From an optimization exercise on the open Yosys and OpenROAD flow, aimed at small area; shortcuts taken in it are not production practice. In this exercise RTL edits were held to simulation tests only and were not proved equivalent to the original. Power figures rest on the tool's default switching activity, not on a simulated workload.

==> inputs of pepper <==
Design blackjack, start of the top module:
module blackjack(
	input reset,
	input clk,
	input hit,
	input stay,
	input double_down,
	input split,
	output reg win,
	output reg tie,
	output reg lose,
	output sf_e, e, rs, rw, d, c, b, a
    );
==> flow/config.mk <==
export PLATFORM = sky130hd
export DESIGN_NAME = blackjack
export DESIGN_NICKNAME = blackjack
export VERILOG_FILES = /design/flow/design.v
export SDC_FILE = /design/flow/constraint.sdc
export NUM_CORES = 4
export LEC_CHECK = 0
export CAP_MARGIN = 20
export CORE_MARGIN = 2
export CORE_UTILIZATION = 40
export CTS_BUF_LIST = sky130_fd_sc_hd__clkbuf_4
export HOLD_SLACK_MARGIN = 0
export SLEW_MARGIN = 20
==> flow/constraint.sdc <==
create_clock -name core_clock -period 10.0 [get_ports {clk}]
set_input_delay 2.0000 -clock core_clock [delete_from_list [all_inputs] [get_ports {clk}]]
set_output_delay 2.0000 -clock core_clock [all_outputs]
set_load 0.01 [all_outputs]
standard.sh (not shown) runs the stock make flow with config.mk's settings and CLKGATE_MAP_FILE= SYNTH_SCRIPT=/design/flow/synth_recipe.tcl, a recipe that flattens the netlist after the stock synthesis.
==> flow/flow/run.sh <==
#!/bin/bash
# Layout flow: the standard synthesis, then the combinational logic between
# the (unchanged) registers is re-optimised for area with ABC, then the standard flow's
# standard layout from floorplan to finish. Each tool writes its own log here.
set -uo pipefail
W=$(pwd)
R=$W/orfs/results/${FLOW_PLATFORM}/blackjack/base
LIB=$FLOW_HOME/platforms/${FLOW_PLATFORM}/lib/sky130_fd_sc_hd__tt_025C_1v80.lib

bash standard.sh synth > $W/log_1_std_synth.txt 2>&1 || exit 1
cp $R/1_2_yosys.v $W/std_netlist.v

# don't-use cells of the platform
python3 - "$FLOW_HOME/platforms/${FLOW_PLATFORM}/config.mk" > $W/dont_use.txt <<'PY'
import re, sys
txt = open(sys.argv[1]).read().replace("\\\n", " ")
cells = set()
for m in re.finditer(r"DONT_USE_CELLS\s*\+?=([^\n]*)", txt):
    cells.update(re.findall(r"sky130_fd_sc_hd__\w+", m.group(1)))
print(" ".join(f"-dont_use {c}" for c in sorted(cells)))
PY
DU=$(cat $W/dont_use.txt)

best=""
bestarea=""
for s in $W/flow/abc_*.script; do
  n=$(basename $s .script)
  cat > $W/resynth_$n.ys <<EOS
read_liberty -ignore_miss_func $LIB
blackbox sky130_fd_sc_hd__df*
read_verilog $W/std_netlist.v
hierarchy -top $FLOW_TOP
flatten
opt_clean -purge
abc -script $s -liberty $LIB $DU
opt_clean -purge
hilomap -singleton -hicell sky130_fd_sc_hd__conb_1 HI -locell sky130_fd_sc_hd__conb_1 LO
opt_clean -purge
tee -o $W/stat_$n.txt stat -liberty $LIB
write_verilog -noattr -nohex -nodec $W/netlist_$n.v
EOS
  ( timeout 1200 yosys -s $W/resynth_$n.ys > $W/log_2_resynth_$n.txt 2>&1 ) &
done
wait
for s in $W/flow/abc_*.script; do
  n=$(basename $s .script)
  a=$(grep -o "Chip area for module.*: [0-9.]*" $W/stat_$n.txt 2>/dev/null | awk '{print $NF}')
  [[ -z "$a" || ! -s $W/netlist_$n.v ]] && continue
  # the registers must be the standard synthesis's, by name and cell type
  grep -o "sky130_fd_sc_hd__df[a-z0-9_]* [^ ]*" $W/std_netlist.v | sort > $W/regs_std.txt
  grep -o "sky130_fd_sc_hd__df[a-z0-9_]* [^ ]*" $W/netlist_$n.v | sort > $W/regs_$n.txt
  cmp -s $W/regs_std.txt $W/regs_$n.txt || continue
  if [[ -z "$best" ]] || python3 -c "import sys; sys.exit(0 if $a < $bestarea else 1)"; then
    best=$n; bestarea=$a
  fi
done
echo "chosen: ${best:-standard} ${bestarea}" > $W/log_2_resynth_choice.txt
if [[ -n "$best" ]]; then
  cp $W/netlist_$best.v $R/1_2_yosys.v
  touch $R/1_2_yosys.v
fi

# extra make settings for the layout, one per line
ARGS=()
if [[ -f $W/flow/layout_args.txt ]]; then
  while IFS= read -r line; do [[ -n "$line" ]] && ARGS+=("$line"); done < $W/flow/layout_args.txt
fi
bash standard.sh "${ARGS[@]}" finish > $W/log_3_std_layout.txt 2>&1 || exit 1
==> flow/flow/layout_args.txt <==
BUFFER_PORTS_ARGS=-buffer_cell sky130_fd_sc_hd__buf_1
CTS_ARGS=-sink_clustering_enable -repair_clock_nets -buf_list sky130_fd_sc_hd__clkbuf_8 -dont_use_dummy_load -sink_clustering_size 30 -sink_clustering_max_diameter 100
Other scripts of this flow, unchanged in this note and not shown: flow/flow/abc_a.script, flow/flow/abc_b.script, flow/flow/abc_c.script
==> tundra (differences from pepper) <==
--- a/flow/design.v
+++ b/flow/design.v
@@ -1,24 +1,42 @@
-module dbc(input clk, input rst, input signal_i, output reg signal_o, output rise, output reg pulse);
-  reg [4:0] cnt; reg s1, s2;
-  function [4:0] L; input [4:0] x; L = {x[3:0], x[4] ^ x[2]}; endfunction
-  localparam [4:0] Z = 5'b00001;
-  wire [4:0] T19, RST;
-  assign T19 = L(L(L(L(L(L(L(L(L(L(L(L(L(L(L(L(L(L(L(Z)))))))))))))))))));
-  wire flip = (cnt == T19);
-  wire s = signal_o ^ flip;
-  wire diff = signal_i ^ s;
-  assign rise = s2;
-  always @(posedge clk or posedge rst)
-    if (rst) begin signal_o <= 0; cnt <= 5'b10000; s1 <= 0; s2 <= 0; pulse <= 0; end
-    else begin
-      signal_o <= s;
-      cnt <= (diff & ~flip) ? L(cnt) : (diff ? L(Z) : Z);
-      s1 <= ~signal_o; s2 <= signal_o & s1; pulse <= s2;
+module dbc(
+input clk,
+input rst,
+input signal_i,
+output reg signal_o,
+output rise,       
+output pulse,      
+output started     
+    );
+    function [4:0] L;
+        input [4:0] x;
+        L = {x[3:0], x[4] ^ x[2]};
+    endfunction
+    localparam [4:0] Z   = 5'b00001;   
+    localparam [4:0] T19 = 5'b00110;   
+    localparam [4:0] R   = 5'b10000;   
+    reg [4:0] cnt;
+    reg [1:0] ph;
+    wire flip = (cnt == T19);
+    wire s = signal_o ^ flip;
+    wire diff = signal_i ^ s;
+    assign rise = signal_o & (ph == 2'd2);
+    assign pulse = signal_o & (ph == 2'd3);
+    assign started = (cnt != R);
+    always @(posedge clk or posedge rst) begin
+        if (rst) begin
+            signal_o <= 1'b0;
+            cnt <= R;
+            ph <= 2'd0;
+        end else begin
+            signal_o <= s;
+            cnt <= (diff & ~flip) ? L(cnt) : (diff ? L(Z) : Z);
+            ph <= flip ? 2'd1 : ph + {1'b0, ph != 2'd0};
+        end
     end
 endmodule
 module card_generator(input hit, input clk, input rst, input [3:0] lstate,
                       output reg [3:0] card, output reg same);
 reg par;
 reg [3:0] v;
 always @(*) begin
     case ({par, lstate})
@@ -103,28 +121,30 @@
     bcd = 0;
     for (i = 0; i < 8; i = i + 1) begin
         if (bcd[3:0] >= 5) bcd[3:0] = bcd[3:0] + 3;
         if (bcd[7:4] >= 5) bcd[7:4] = bcd[7:4] + 3;
         bcd = {bcd[10:0], bin[7-i]};
     end
 end
 endmodule
-module lcd(clk, rst, trigger, ps, ds, fhp, shp, fhd, shd, bet_bcd,
+module lcd(clk, rst, trigger, started, ps, ds, fhp, shp, fhd, shd, bet_bcd,
            sf_e, e, rs, rw, d, c, b, a);
     parameter CW = 11;
-    input clk, rst, trigger;
+    input clk, rst, trigger, started;
     input [4:0] ps, ds, fhp, shp, fhd, shd;
     input [11:0] bet_bcd;
-    output reg sf_e, e, rs, rw, d, c, b, a;
+    output sf_e;
+    output reg e, rs, rw, d, c, b, a;
     reg [CW-1:0] count;
     reg [5:0] code;
-    reg refresh;
     reg st;
     wire [6:0] idx = count[CW-1:CW-7];
+    assign sf_e = started;
+    wire refresh = started & (count[CW-8] ^ (count[CW-9:CW-11] == 3'd0));
     reg [4:0] sc;
     always @(*) begin
         case (idx)
             7'd17, 7'd19: sc = ps;
             7'd27, 7'd29: sc = ds;
             7'd49, 7'd51: sc = fhp;
             7'd55, 7'd57: sc = shp;
             7'd65, 7'd67: sc = fhd;
@@ -212,50 +232,48 @@
             7'd73: code_n = {2'h2, ones5[3:0]};
             default: code_n = 6'h10;
         endcase
     end
     always @(posedge clk or posedge rst) begin
         if (rst) begin
             count <= 0;
             code <= 0;
-            refresh <= 0;
             st <= 0;
-            {sf_e, e, rs, rw, d, c, b, a} <= 0;
+            {e, rs, rw, d, c, b, a} <= 0;
         end else if (!st) begin
             count <= count + 1'b1;
             code <= code_n;
-            refresh <= count[CW-8];
-            sf_e <= 1'b1;
             {e, rs, rw, d, c, b, a} <= {refresh, code};
             if (idx == 7'd127)
                 st <= 1'b1;
         end else if (trigger)
             st <= 1'b0;
     end
 endmodule
 `timescale 1ns / 1ps
 module blackjack(
 	input reset,
 	input clk,
 	input hit,
 	input stay,
 	input double_down,
 	input split,
-	output reg win,
-	output reg tie,
-	output reg lose,
+	output win,
+	output tie,
+	output lose,
 	output sf_e, e, rs, rw, d, c, b, a
     );
 wire hit_out, stay_out, dd_out, split_out;
 wire hit_rise, hit_sp, stay_sp, double_down_sp, split_sp;
-dbc hit_debounce(.clk(clk), .rst(reset), .signal_i(hit), .signal_o(hit_out), .rise(hit_rise), .pulse(hit_sp));
-dbc stay_debounce(.clk(clk), .rst(reset), .signal_i(stay), .signal_o(stay_out), .rise(), .pulse(stay_sp));
-dbc dd_debounce(.clk(clk), .rst(reset), .signal_i(double_down), .signal_o(dd_out), .rise(), .pulse(double_down_sp));
-dbc split_debounce(.clk(clk), .rst(reset), .signal_i(split), .signal_o(split_out), .rise(), .pulse(split_sp));
+wire started;
+dbc hit_debounce(.clk(clk), .rst(reset), .signal_i(hit), .signal_o(hit_out), .rise(hit_rise), .pulse(hit_sp), .started(started));
+dbc stay_debounce(.clk(clk), .rst(reset), .signal_i(stay), .signal_o(stay_out), .rise(), .pulse(stay_sp), .started());
+dbc dd_debounce(.clk(clk), .rst(reset), .signal_i(double_down), .signal_o(dd_out), .rise(), .pulse(double_down_sp), .started());
+dbc split_debounce(.clk(clk), .rst(reset), .signal_i(split), .signal_o(split_out), .rise(), .pulse(split_sp), .started());
 wire [3:0] d_card, lstate;
 lfsr d_new_card(.clk(clk), .rst(reset), .out(d_card), .state(lstate));
 wire [3:0] card;
 wire same;
 card_generator new_card(.hit(hit_rise), .clk(clk), .rst(reset), .lstate(lstate), .card(card), .same(same));
 reg [4:0] ps, X, fhp, shp, shd;
 reg [7:0] bet;
 reg [4:0] state;
@@ -267,17 +285,17 @@
                  S_RES = 13, S_RESD = 14, S_DONE = 15,
                  S_SFHA = 16, S_SFHB = 17, S_DFH1 = 18, S_DFHN = 19, S_DFHS = 20,
                  S_SSHA = 21, S_SSHB = 22, S_DSH = 23, S_DSHS = 24;
 wire splitted = |fhp;    
 wire [15:0] bet_bcd;
 bin2bcd_8b bcd_bet(.bin(bet), .bcd(bet_bcd[11:0]));
 assign bet_bcd[15:12] = 4'd0;
 wire trigger = hit_out | stay_out | dd_out | split_out;
-lcd lcdTest(.clk(clk), .rst(reset), .trigger(trigger),
+lcd lcdTest(.clk(clk), .rst(reset), .trigger(trigger), .started(started),
     .ps(ps), .ds(splitted ? 5'd0 : X), .fhp(fhp), .shp(shp), .fhd(splitted ? X : 5'd0), .shd(shd),
     .bet_bcd(bet_bcd[11:0]), .sf_e(sf_e), .e(e), .rs(rs), .rw(rw), .d(d), .c(c), .b(b), .a(a));
 wire isP   = (state == S_P0) || (state == S_P1) || (state == S_P2) || (state == S_P3);
 wire isDDA = (state == S_DDA);
 wire in_sfh = (state == S_SFHA) || (state == S_SFHB);
 wire in_ssh = (state == S_SSHA) || (state == S_SSHB);
 wire in_dsh = (state == S_DSH);
 wire dl_add = (state == S_DL1) || (state == S_DLN) || (state == S_DL1D) || (state == S_DLND)
@@ -325,16 +343,17 @@
         delta = (h1[2] ? 8'd10 : h1[0] ? -8'd10 : 8'd0) + (h2[2] ? 8'd10 : h2[0] ? -8'd10 : 8'd0);
     end else begin
         if (h1[2]) delta = ddg ? 8'd20 : (ps == 5'd21) ? 8'd15 : 8'd10;
         else if (h1[0]) delta = (ddg && !(ps > 21)) ? -8'd20 : -8'd10;
         else delta = 8'd0;
     end
 end
 wire [2:0] res = h1 | h2;
+assign {win, tie, lose} = (state == S_DONE) ? res : 3'b000;
 reg [4:0] nstate;
 always @(*) begin
     nstate = state;
     case (state)
         S_INIT: nstate = S_P0;
         S_P0, S_P1, S_P2, S_P3:
             if (betok) begin
                 nstate = S_P0 + ncp1;
@@ -366,30 +385,27 @@
         S_DSHS: nstate = S_RES;
         S_RES, S_RESD: nstate = S_DONE;
         default: ;
     endcase
     if (clr) nstate = S_INIT;
 end
 always @(posedge clk or posedge reset) begin
     if (reset) begin
-        win <= 0; tie <= 0; lose <= 0;
         ps <= 0; X <= 0; fhp <= 0; shp <= 0; shd <= 0;
         bet <= 8'd100;
         state <= S_INIT;
     end else begin
         state <= nstate;
         if (we_ps) ps <= psum;
         if (split_ev) begin
             fhp <= {1'b0, card};
             shp <= {1'b0, card};
         end else begin
             if (we_fh) fhp <= psum;
             if (we_sh) shp <= psum;
         end
         if (we_x) X <= dsum;
         if (we_sd) shd <= dsum;
         if (resf) bet <= bet + delta;
-        if (clr) {win, tie, lose} <= 3'b000;
-        else if (resf) {win, tie, lose} <= res;
     end
 end
 endmodule
==> flow/flow/layout_args.txt (replaced) <==
BUFFER_PORTS_ARGS=-buffer_cell sky130_fd_sc_hd__buf_1
CTS_ARGS=-sink_clustering_enable -repair_clock_nets -buf_list sky130_fd_sc_hd__clkbuf_8 -dont_use_dummy_load
Settings changed: CTS_BUF_LIST sky130_fd_sc_hd__clkbuf_4 to sky130_fd_sc_hd__clkbuf_8.
==> violet (differences from pepper) <==
--- a/flow/flow/run.sh
+++ b/flow/flow/run.sh
@@ -55,14 +55,9 @@
   fi
 done
 echo "chosen: ${best:-standard} ${bestarea}" > $W/log_2_resynth_choice.txt
 if [[ -n "$best" ]]; then
   cp $W/netlist_$best.v $R/1_2_yosys.v
   touch $R/1_2_yosys.v
 fi
 
-# extra make settings for the layout, one per line
-ARGS=()
-if [[ -f $W/flow/layout_args.txt ]]; then
-  while IFS= read -r line; do [[ -n "$line" ]] && ARGS+=("$line"); done < $W/flow/layout_args.txt
-fi
-bash standard.sh "${ARGS[@]}" finish > $W/log_3_std_layout.txt 2>&1 || exit 1
+bash standard.sh "BUFFER_PORTS_ARGS=-buffer_cell sky130_fd_sc_hd__buf_1" finish > $W/log_3_std_layout.txt 2>&1 || exit 1
removed: flow/flow/layout_args.txt
==> notes.md <==
- In clock-buffer cell count, pepper and violet do not differ.
- Non-clock buffer count is the same in pepper and violet.
- The highest clock power belongs to violet, the lowest to tundra.
- In tundra the critical path depth is higher than in pepper, by 1.
- Between tundra and pepper, the lower synthesized cell count is in pepper (gap about 0.34%, measured against pepper).
- Combinational power is about the same in pepper and violet.
- In pepper the flip-flop and latch count is higher than in tundra, by 9.
- Area after synthesis is the same in pepper and violet.
- Sequential share of layout area: pepper > violet > tundra.
==> figures <==
metric                                                              tundra       violet       pepper
Fraction of power consumed by combinational cells                    19.6%        15.0%        16.1%
Die boundary height                                                 132 um       133 um       133 um
Switch share                                                         32.2%        30.4%        29.8%
Total number of vias                                                 6,461        6,529        6,409
Routed wire length per instance                                    15.4 um      15.2 um      15.3 um
Result of the run                                 timing/DRC/antenna clean  timing/DRC/antenna clean  timing/DRC/antenna clean
Detail Route met2 WL                                               7850 um      7870 um      7660 um
Worst relative slew slack                                            44.4%        40.7%        39.8%
CTS HTree Levels                                                         3            4            4
Number of nets in the final layout                                     927          930          930
Routability cong.                                                    0.962        0.923        0.923
Crit path capture                                                 state[3]     state[2]     state[2]
Leakage power                                                   0.00262 uW   0.00289 uW   0.00285 uW
Share of the clock period used by the worst path after layout        59.9%        59.3%        59.2%
Clock-cell share                                                     1.77%        4.31%        3.22%
Filler cell count                                                    1,673        1,709        1,715
Proportion of layout cells with a drive suffix above 1               2.29%        4.27%        2.93%
Final Worst Setup Slack                                            4.01 ns      4.07 ns      4.08 ns
Register area                                                  0.00264 mm2  0.00286 mm2  0.00286 mm2

afterwards: timing with drivers on the ports:
Ports are ideal in the flow. The routed layouts listed here were re-timed in OpenROAD.
Step 1: set_driving_cell puts a clkbuf_16 on clk and a buf_2 on each other input, an assumption about the parent block.
Step 2 adds t to the input delays and takes it off the output delays; t is the mean of the earliest and latest rising clock arrival at the registers after step 1. Input paths then give back, and output paths get back, about the clock's delay inside the block.
Slacks: ideal ports / drivers / drivers and shift; pairs: ideal ports / drivers.
| run | t (ns) | setup WS [ns] | worst setup path after step 2 | clock arrival spread, ns | cell pins on the clock port's net |
|---|---|---|---|---|---|
| pepper | 0.464 | 4.078 / 4.078 / 4.078 | register to register | 0.028 / 0.028 | 1 |
| tundra | 0.417 | 4.011 / 4.011 / 4.011 | register to register | 0.019 / 0.018 | 1 |
| violet | 0.570 | 4.067 / 4.067 / 4.067 | register to register | 0.023 / 0.023 | 1 |
After both steps every run listed still meets setup and hold.
